This design comes from an exercise in tuning for small area on the open sky130 flow, not from production work.
In this exercise RTL edits were held to simulation tests only and were not proved equivalent to the original.
Power is estimated from default activity; no workload was simulated.

Design game6, start of the top module:
module game6 (
    input wire mode,
    input wire CLK,
    input wire rst,
    input wire [1:0] BTN_LR,
    input wire [9:0] i_x,
    input wire [8:0] i_y,
    input wire i_animate,
    output wire [3:0] VGA_R,
    output wire [3:0] VGA_G,
    output wire [3:0] VGA_B,
    output wire endgame,
    output wire [8:0] score,
    output wire win
    );
Settings: LEC_CHECK=0, CAP_MARGIN=0, CORE_MARGIN=2, CORE_UTILIZATION=40, CTS_BUF_LIST=sky130_fd_sc_hd__clkbuf_8, GPL_TIMING_DRIVEN=0, SLEW_MARGIN=0, SYNTH_HIERARCHICAL=1; clock period 16.0 ns.
standard.sh (not shown) runs the stock make flow with config.mk's settings and CLKGATE_MAP_FILE= SYNTH_SCRIPT=/design/flow/synth_recipe.tcl, a recipe that flattens the netlist after the stock synthesis.
==> flow/flow/run.sh <==
#!/bin/bash
# Layout flow: the standard layout (standard.sh) with three changes:
#  - the synthesis maps the logic with an area-oriented ABC script
#    (abc_area.script here) in place of ORFS's delay-oriented abc_speed.script;
#  - the synthesis buffers pass-through outputs with buf_1 instead of buf_4;
#  - placement gives every input and output port a buf_1 buffer;
#  - clock tree synthesis adds no dummy loads to balance the tree's leaves.
# The synthesis is otherwise ORFS's with the standard flow's own script (synth_recipe.tcl),
# so the registers, their names and cells are those of the standard synthesis.
set -euo pipefail
W=$(pwd)
rm -rf "$W/scripts_area"
cp -r "$FLOW_HOME/scripts" "$W/scripts_area"
cp "$W/flow/abc_area.script" "$W/scripts_area/abc_speed.script"
bash "$W/standard.sh" SCRIPTS_DIR="$W/scripts_area" "MIN_BUF_CELL_AND_PORTS=sky130_fd_sc_hd__buf_1 A X" synth > "$W/synth.log" 2>&1
bash "$W/standard.sh" "BUFFER_PORTS_ARGS=-buffer_cell sky130_fd_sc_hd__buf_1" \
    "CTS_ARGS=-sink_clustering_enable -repair_clock_nets -buf_list sky130_fd_sc_hd__clkbuf_8 -dont_use_dummy_load" \
    > "$W/layout.log" 2>&1
==> flow/flow/abc_area.script <==
&get -n
&st
&syn2
&dc2
&syn2
&dch -f
&nf -R 1000 -p
&st
&syn2
&dc2
&syn2
&dch -f
&nf -R 1000 -p
&put
topo
Change:
==> flow/flow/run.sh (replaced) <==
#!/bin/bash
# Layout flow: the standard layout (standard.sh), except that the
# synthesis maps the logic with an area-oriented ABC script (abc_area.script
# here) in place of ORFS's delay-oriented abc_speed.script.  The synthesis is
# otherwise ORFS's and the standard flow's own (synth_recipe.tcl), so the registers, their
# names and cells are those of the standard synthesis.
set -euo pipefail
W=$(pwd)
rm -rf "$W/scripts_area"
cp -r "$FLOW_HOME/scripts" "$W/scripts_area"
cp "$W/flow/abc_area.script" "$W/scripts_area/abc_speed.script"
bash "$W/standard.sh" SCRIPTS_DIR="$W/scripts_area" synth > "$W/synth.log" 2>&1
bash "$W/standard.sh" > "$W/layout.log" 2>&1
==> flow/flow/abc_area.script (replaced) <==
&get -n
&st
&syn2
&dc2
&syn2
&dch -f
&nf -R 1000 -p
&put
topo
--- a/flow/config.mk
+++ b/flow/config.mk
@@ -11,3 +11,2 @@
 export CTS_BUF_LIST = sky130_fd_sc_hd__clkbuf_8
-export GPL_TIMING_DRIVEN = 0
 export SLEW_MARGIN = 0
Synthesized area went up by 1.4%.
Via count came out higher by 1.5%.
Final cell count increases by 1.5%.
Hold slack is better by 15 ps.
Utilization climbs by 1.9 points.
Register-to-register slack degrades by 30 ps.
Change:
==> flow/flow/run.sh (replaced) <==
#!/bin/bash
# Layout flow: the standard layout (standard.sh) with these changes:
#  - the synthesis maps the logic with an area-oriented ABC script
#    (abc_area.script here) in place of ORFS's delay-oriented abc_speed.script;
#  - the synthesis buffers pass-through outputs with buf_1 instead of buf_4;
#  - placement gives every input and output port a buf_1 buffer;
#  - clock tree synthesis adds no dummy loads to balance the tree's leaves.
# The synthesis is otherwise ORFS's with the standard flow's own script (synth_recipe.tcl),
# so the registers, their names and cells are those of the standard synthesis.
set -euo pipefail
W=$(pwd)
rm -rf "$W/scripts_area"
cp -r "$FLOW_HOME/scripts" "$W/scripts_area"
cp "$W/flow/abc_area.script" "$W/scripts_area/abc_speed.script"
bash "$W/standard.sh" SCRIPTS_DIR="$W/scripts_area" "MIN_BUF_CELL_AND_PORTS=sky130_fd_sc_hd__buf_1 A X" synth > "$W/synth.log" 2>&1
bash "$W/standard.sh" "BUFFER_PORTS_ARGS=-buffer_cell sky130_fd_sc_hd__buf_1" \
    "CTS_ARGS=-sink_clustering_enable -repair_clock_nets -buf_list sky130_fd_sc_hd__clkbuf_8 -dont_use_dummy_load" \
    > "$W/layout.log" 2>&1
==> flow/flow/abc_area.script (replaced) <==
&get -n
&st
&syn2
&dc2
&syn2
&dch -f
&nf -R 1000 -p
&st
&syn2
&dc2
&syn2
&dch -f
&nf -R 1000 -p
&put
topo
--- a/flow/config.mk
+++ b/flow/config.mk
@@ -11,2 +11,3 @@
 export CTS_BUF_LIST = sky130_fd_sc_hd__clkbuf_8
+export GPL_TIMING_DRIVEN = 0
 export SLEW_MARGIN = 0
After rerunning:
- The changed run finished clean
- worst setup slack gains 280 ps
- design area decreases by a few percent
- worst hold slack gets worse by 15 ps
- die area is lower slightly
- non-clock buffer count rose by 7
- sequential power rose by a few percent
- flip-flop and latch count is unchanged
Change:
--- a/flow/config.mk
+++ b/flow/config.mk
@@ -9,3 +9,3 @@
 export CORE_MARGIN = 2
-export CORE_UTILIZATION = 40
+export CORE_UTILIZATION = 55
 export CTS_BUF_LIST = sky130_fd_sc_hd__clkbuf_8
=> Maximum frequency came out lower by about 3.7%. Final area falls by about 0.9%. Worst hold slack is better by 9.9 ps. Non-clock buffer count does not change. Power is higher by 0.90%.
Change:
==> flow/flow/run.sh (replaced) <==
#!/bin/bash
# Layout flow: the standard layout (standard.sh), except that the
# synthesis maps the logic with an area-oriented ABC script (abc_area.script
# here) in place of ORFS's delay-oriented abc_speed.script.  The synthesis is
# otherwise ORFS's and the standard flow's own (synth_recipe.tcl), so the registers, their
# names and cells are those of the standard synthesis.
set -euo pipefail
W=$(pwd)
rm -rf "$W/scripts_area"
cp -r "$FLOW_HOME/scripts" "$W/scripts_area"
cp "$W/flow/abc_area.script" "$W/scripts_area/abc_speed.script"
bash "$W/standard.sh" SCRIPTS_DIR="$W/scripts_area" synth > "$W/synth.log" 2>&1
bash "$W/standard.sh" "BUFFER_PORTS_ARGS=-buffer_cell sky130_fd_sc_hd__buf_1" > "$W/layout.log" 2>&1
==> flow/flow/abc_area.script (replaced) <==
&get -n
&st
&syn2
&dc2
&syn2
&dch -f
&nf -R 1000 -p
&put
topo
--- a/flow/config.mk
+++ b/flow/config.mk
@@ -9,5 +9,4 @@
 export CORE_MARGIN = 2
-export CORE_UTILIZATION = 55
+export CORE_UTILIZATION = 40
 export CTS_BUF_LIST = sky130_fd_sc_hd__clkbuf_8
-export GPL_TIMING_DRIVEN = 0
 export SLEW_MARGIN = 0
The changed run finished clean; setup slack gets better by 430 ps; wire length drops by 0.53%; final area climbs by 2.0%; synthesized area climbs by 1.4%; critical path depth is unchanged; die area climbs by 38%; fmax climbs by 5.3%; power climbs by 3.8%; sequential power drops by about 2%; non-clock buffer count drops by 5.
Change:
==> flow/flow/run.sh (replaced) <==
#!/bin/bash
# Layout flow: the standard layout (standard.sh) with three changes:
#  - the synthesis maps the logic with an area-oriented ABC script
#    (abc_area.script here) in place of ORFS's delay-oriented abc_speed.script;
#  - the synthesis buffers pass-through outputs with buf_1 instead of buf_4;
#  - placement gives every input and output port a buf_1 buffer.
# The synthesis is otherwise ORFS's with the standard flow's own script (synth_recipe.tcl),
# so the registers, their names and cells are those of the standard synthesis.
set -euo pipefail
W=$(pwd)
rm -rf "$W/scripts_area"
cp -r "$FLOW_HOME/scripts" "$W/scripts_area"
cp "$W/flow/abc_area.script" "$W/scripts_area/abc_speed.script"
bash "$W/standard.sh" SCRIPTS_DIR="$W/scripts_area" "MIN_BUF_CELL_AND_PORTS=sky130_fd_sc_hd__buf_1 A X" synth > "$W/synth.log" 2>&1
bash "$W/standard.sh" "BUFFER_PORTS_ARGS=-buffer_cell sky130_fd_sc_hd__buf_1" > "$W/layout.log" 2>&1
==> flow/flow/abc_area.script (replaced) <==
&get -n
&st
&syn2
&dc2
&syn2
&dch -f
&nf -R 1000 -p
&st
&syn2
&dc2
&syn2
&dch -f
&nf -R 1000 -p
&put
topo
Outcome: Final area stays flat. Count of clock-buffer cells in the layout does not change. Non-clock buffer count rises by 4. Worst setup slack improves by 18 ps. Fmax stays flat. Total power rises by a few percent. Routed wire length falls slightly.

========
## P
game6, a different RTL version from the one above (not shown whole).
Size in the first run: roughly 73 flip-flops, about 6500 sq um of cells after synthesis.
## game6
module game6 (
    input wire mode,
    input wire CLK,
    input wire rst,
    input wire [1:0] BTN_LR,
    input wire [9:0] i_x,
    input wire [8:0] i_y,
    input wire i_animate,
    output wire [3:0] VGA_R,
    output wire [3:0] VGA_G,
    output wire [3:0] VGA_B,
    output wire endgame,
    output wire [8:0] score,
    output wire win
    );
==> flow/config.mk <==
export PLATFORM = sky130hd
export DESIGN_NAME = game6
export DESIGN_NICKNAME = game6
export VERILOG_FILES = /design/flow/design.v
export SDC_FILE = /design/flow/constraint.sdc
export NUM_CORES = 4
export LEC_CHECK = 0
export CAP_MARGIN = 0
export CORE_MARGIN = 2
export CORE_UTILIZATION = 40
export CTS_BUF_LIST = sky130_fd_sc_hd__clkbuf_8
export GPL_TIMING_DRIVEN = 0
export SLEW_MARGIN = 0
export SYNTH_HIERARCHICAL = 1
==> flow/constraint.sdc <==
create_clock -name core_clock -period 16.0 [get_ports {CLK}]
set_input_delay 3.2000 -clock core_clock [delete_from_list [all_inputs] [get_ports {CLK}]]
set_output_delay 3.2000 -clock core_clock [all_outputs]
set_load 0.01 [all_outputs]
==> flow/flow/run.sh <==
#!/bin/bash
# Layout flow: the standard layout (standard.sh) with these changes:
#  - the synthesis maps the logic with an area-oriented ABC script
#    (abc_area.script here) in place of ORFS's delay-oriented abc_speed.script;
#  - the synthesis adds no buffers between outputs that carry the same signal
#    (placement still gives every output port a buffer of its own);
#  - placement gives every input and output port a buf_1 buffer;
#  - clock tree synthesis adds no dummy loads to balance the tree's leaves.
# The synthesis is otherwise ORFS's with the standard flow's own script (synth_recipe.tcl),
# so the registers, their names and cells are those of the standard synthesis.
set -euo pipefail
W=$(pwd)
rm -rf "$W/scripts_area"
cp -r "$FLOW_HOME/scripts" "$W/scripts_area"
cp "$W/flow/abc_area.script" "$W/scripts_area/abc_speed.script"
bash "$W/standard.sh" SCRIPTS_DIR="$W/scripts_area" SYNTH_INSBUF=0 synth > "$W/synth.log" 2>&1
bash "$W/standard.sh" "BUFFER_PORTS_ARGS=-buffer_cell sky130_fd_sc_hd__buf_1" \
    "CTS_ARGS=-sink_clustering_enable -repair_clock_nets -buf_list sky130_fd_sc_hd__clkbuf_8 -dont_use_dummy_load" \
    > "$W/layout.log" 2>&1
==> flow/flow/abc_area.script <==
&get -n
&st
&syn2
&dc2
&syn2
&dch -f
&nf -R 1000 -p
&st
&syn2
&dc2
&syn2
&dch -f
&nf -R 1000 -p
&st
&syn2
&dc2
&syn2
&dch -f
&nf -R 1000 -p
&put
topo
P reached the end of the flow, and the finished layout is clean on the timing, DRC and antenna checks.
Here is what was changed in the inputs of Q compared with P.
==> flow/flow/abc_area.script <==
&get -n
&st
&syn2
&dc2
&syn2
&dch -f
&nf -R 1000 -p
&st
&syn2
&dc2
&syn2
&dch -f
&nf -R 1000 -p
&put
topo
==> comparison <==
- Clock network power share ends up higher on P.
- Summary: with P as the reference, wire length in Q moved down slightly.
- Diff P..Q | number of levels in the clock H-tree | unchanged
- Looking at P and Q, the area of the die is a wash.
- Max critical path arrival across P and Q: Q
- Q vs P: power of the combinational group down in Q
- P vs Q, most frequent standard cell in the layout excluding fill and tap cells: nand2_1 vs nor2_1
- Against P as the reference, Q delivers a higher time the worst path needs with I/O delays and setup.
- Per the comparison of Q with P, number of distinct library cell variants in the gate-level netlist after synthesis fell about 1.8%, design area about even.

## re-timing with driven ports
In the flow no input, the clock included, has a driving cell. The finished layouts below were timed again as built, in two steps.
Step 1 sets driving cells, clkbuf_16 on the clock port and buf_2 on the other inputs (assumed; they add their load-dependent delay and slew).
Step 2 adds t to the input delays and takes it off the output delays; t is the mean of the earliest and latest rising clock arrival at the registers after step 1. Input paths then give back, and output paths get back, about the clock's delay inside the block.
Three values: ideal, step 1, step 2; two values: the first two.
run | shift t [ns] | slack for setup (ns) | worst setup path after step 2 | worst data-port slew with drivers (ns)
the first run of note 1 | 0.417 | 7.869 / 7.886 / 7.469 | input to register | 0.04
the second run of note 1 | 0.435 | 7.591 / 7.610 / 7.174 | input to register | 0.04
the third run of note 1 | 0.417 | 7.869 / 7.886 / 7.469 | input to register | 0.04
the fourth run of note 1 | 0.416 | 7.557 / 7.578 / 7.161 | input to register | 0.03
the fifth run of note 1 | 0.410 | 7.985 / 7.999 / 7.589 | input to register | 0.03
the sixth run of note 1 | 0.411 | 8.003 / 8.020 / 7.609 | input to register | 0.04
P | 0.414 | 7.793 / 7.804 / 7.390 | input to register | 0.03
Q | 0.413 | 7.620 / 7.638 / 7.225 | input to register | 0.03
After both steps every run listed still meets setup and hold. For the second run of note 1, which loses most, drivers alone change the setup slack by +0.019 ns; drivers and shift together by -0.417 ns.
